What follows belongs to an exercise in optimizing a design on an open flow for small area; a production flow would make more cautious choices. At most, simulation tests tie the RTL to the original design; equivalence was not proved. Power is estimated from default activity; no workload was simulated.

== south ==
==> module bbfifo_16x8, before the edit <==
module bbfifo_16x8 (
  input        clk,
  input        gsr,
  input  [7:0] data_in,
  input  [2:0] bit_select,
  output       data_bit,
  input        reset,
  input        write,
  input        read,
  output       full,
  output       half_full,
  output       data_present
);
  reg [127:0] sr;
  reg [3:0]   pointer;
  reg         dp;
  wire pz = (pointer == 4'd0);
  wire valid_write = write & (~full | read);
  always @(posedge clk)
    if (valid_write) sr <= {sr[119:0], data_in};
  wire inc = dp & write & ~read & ~full;
  wire dec = dp & read & ~write & ~pz;
  always @(posedge clk)
    if (gsr | reset) begin
      pointer <= 4'd0;
      dp      <= 1'b0;
    end else begin
      if (inc)      pointer <= pointer + 4'd1;
      else if (dec) pointer <= pointer - 4'd1;
      if (dp) begin
        if (pz & read & ~write) dp <= 1'b0;
      end else
        dp <= write;
    end
  wire [15:0] byte_sel = 16'd1 << pointer;
  wire [7:0]  bit_sel  = 8'd1 << bit_select;
  wire [7:0]  planes;
  genvar j, k;
  generate
    for (j = 0; j < 8; j = j + 1) begin : rd
      wire [15:0] plane;
      for (k = 0; k < 16; k = k + 1) begin : bt
        assign plane[k] = sr[8*k + j];
      end
      assign planes[j] = |(plane & byte_sel);
    end
  endgenerate
  assign data_bit     = |(planes & bit_sel);
  assign full         = &pointer;
  assign half_full    = pointer[3];
  assign data_present = dp;
endmodule
clock: 5.0 ns
lec_check: 0
cap_margin: 20
core_margin: 2
core_utilization: 60
place_density: 0.8
slew_margin: 20
standard.sh (not shown) runs the stock make flow with config.mk's settings and CLKGATE_MAP_FILE= SYNTH_SCRIPT=/design/flow/synth_recipe.tcl, a recipe that flattens the netlist after the stock synthesis.
==> flow/flow/run.sh <==
#!/bin/bash
# Own layout flow: the standard ORFS flow (same make targets, same config.mk and
# flow settings, same synthesis script and register mapping), with three changes:
#  1. ABC maps the combinational logic with the area-oriented script flow/area.abc
#     instead of ORFS's delay-oriented one (ORFS's synth.tcl is used otherwise unchanged);
#  2. clock tree synthesis gets explicit clustering settings and no dummy loads;
#  3. the port buffers that buffer_ports inserts are sky130_fd_sc_hd__buf_1.
# Each tool's output goes to orfs/logs (ORFS's own logs) and to make.log here.
set -euo pipefail
W=$(pwd)
# optional overrides for experiments (CTS_ARGS_OVERRIDE, CTS_SIZE, CTS_DIAM, CTS_BUF)
if [ -f flow/params.sh ]; then source flow/params.sh; fi
export FLOW_OWN_ABC="$W/flow/area.abc"
export CTS_ARGS="${CTS_ARGS_OVERRIDE:--sink_clustering_enable -repair_clock_nets -sink_clustering_size ${CTS_SIZE:-20} -sink_clustering_max_diameter ${CTS_DIAM:-70} -buf_list sky130_fd_sc_hd__clkbuf_${CTS_BUF:-8} -dont_use_dummy_load}"
export BUFFER_PORTS_ARGS="-buffer_cell sky130_fd_sc_hd__buf_1"

# standard.sh's make command line, with our synthesis script in place of synth_recipe.tcl
cmd=$(grep '^make ' standard.sh)
cmd=${cmd//"SYNTH_SCRIPT=$W/synth_recipe.tcl"/"SYNTH_SCRIPT=$W/flow/synth.tcl"}
cmd=${cmd//'"${@:-finish}"'/finish}
echo "$cmd" > make_cmd.txt
eval "$cmd" > make.log 2>&1

results=$W/orfs/results/$FLOW_PLATFORM/uart/base
: # left out here: write the final layout as DEF
Other scripts of this flow, unchanged in this note and not shown: flow/flow/area.abc, flow/flow/synth.tcl
What middle does differently from south at the input level:
--- a/flow/design.v
+++ b/flow/design.v
@@ -33,20 +33,16 @@
         dp <= write;
     end
   wire [15:0] byte_sel = 16'd1 << pointer;
   wire [7:0]  bit_sel  = 8'd1 << bit_select;
-  wire [7:0]  planes;
-  genvar j, k;
+  wire [15:0] bits;
+  genvar k;
   generate
-    for (j = 0; j < 8; j = j + 1) begin : rd
-      wire [15:0] plane;
-      for (k = 0; k < 16; k = k + 1) begin : bt
-        assign plane[k] = sr[8*k + j];
-      end
-      assign planes[j] = |(plane & byte_sel);
+    for (k = 0; k < 16; k = k + 1) begin : rd
+      assign bits[k] = |(sr[8*k +: 8] & bit_sel);
     end
   endgenerate
-  assign data_bit     = |(planes & bit_sel);
+  assign data_bit     = |(bits & byte_sel);
   assign full         = &pointer;
   assign half_full    = pointer[3];
   assign data_present = dp;
 endmodule
Notes after the runs:
NOTE: global-route wire length before repair in middle falls short of that of south. On synthesized area, middle tracks south almost exactly. middle vs south, cell with the largest stage delay on the worst path: dfxtp_1 vs nor2_1. Setup slack: middle > south. As far as clock network contribution to total cell area is concerned, south and middle perform about the same. Looking at global routing usage on met1, middle sits 3.7 points lower than south does. Area overhead of the layout relative to synthesis: south vs middle — no meaningful difference. From south to middle the numbers moved as follows: pin count of the biggest net entering global routing went up about 26%, number of placed instances with taps included shrank by 9, depth of the most critical reg-to-reg path went down, number of sequential cells in the layout essentially unchanged, post-detailed-route count of antenna-violating nets roughly the same. middle gives more placer congestion estimate than south did. Total power consumption of the routed design: middle worse than south.
For south, only the layout was checked, not whether the RTL still works.

[port drivers added, routing unchanged]
The flow's constraints put no driver on any port. The routed layouts listed below were extracted and timed again, unchanged, in two steps. Step 1 (the two cells are an assumption about what drives the block):
set clk [get_ports {clk}]
set_driving_cell -lib_cell sky130_fd_sc_hd__clkbuf_16 $clk
set_driving_cell -lib_cell sky130_fd_sc_hd__buf_2 [delete_from_list [all_inputs] $clk]
Step 2 times the ports against the registers' clock, not the clock port: input delays grow and output delays shrink by t, the midpoint of the rising clock arrivals with the driver on. a / b / c = ideal / step 1 / step 2; a / b = the first two.
| run | t (ns) | slack for setup (ns) | hold WS [ns] | worst setup path after step 2 | worst register clock-pin slew, ns |
|---|---|---|---|---|---|
| south | 0.559 | 1.705 / 1.666 / 1.687 | 0.405 / 0.405 / 0.405 | input to register | 0.12 / 0.12 |
| middle | 0.559 | 2.179 / 2.139 / 1.796 | 0.423 / 0.423 / 0.423 | input to register | 0.11 / 0.11 |
After both steps every run listed still meets setup and hold. The setup slack of middle, which loses most, moves by -0.040 ns with the drivers and by -0.383 ns with both steps.
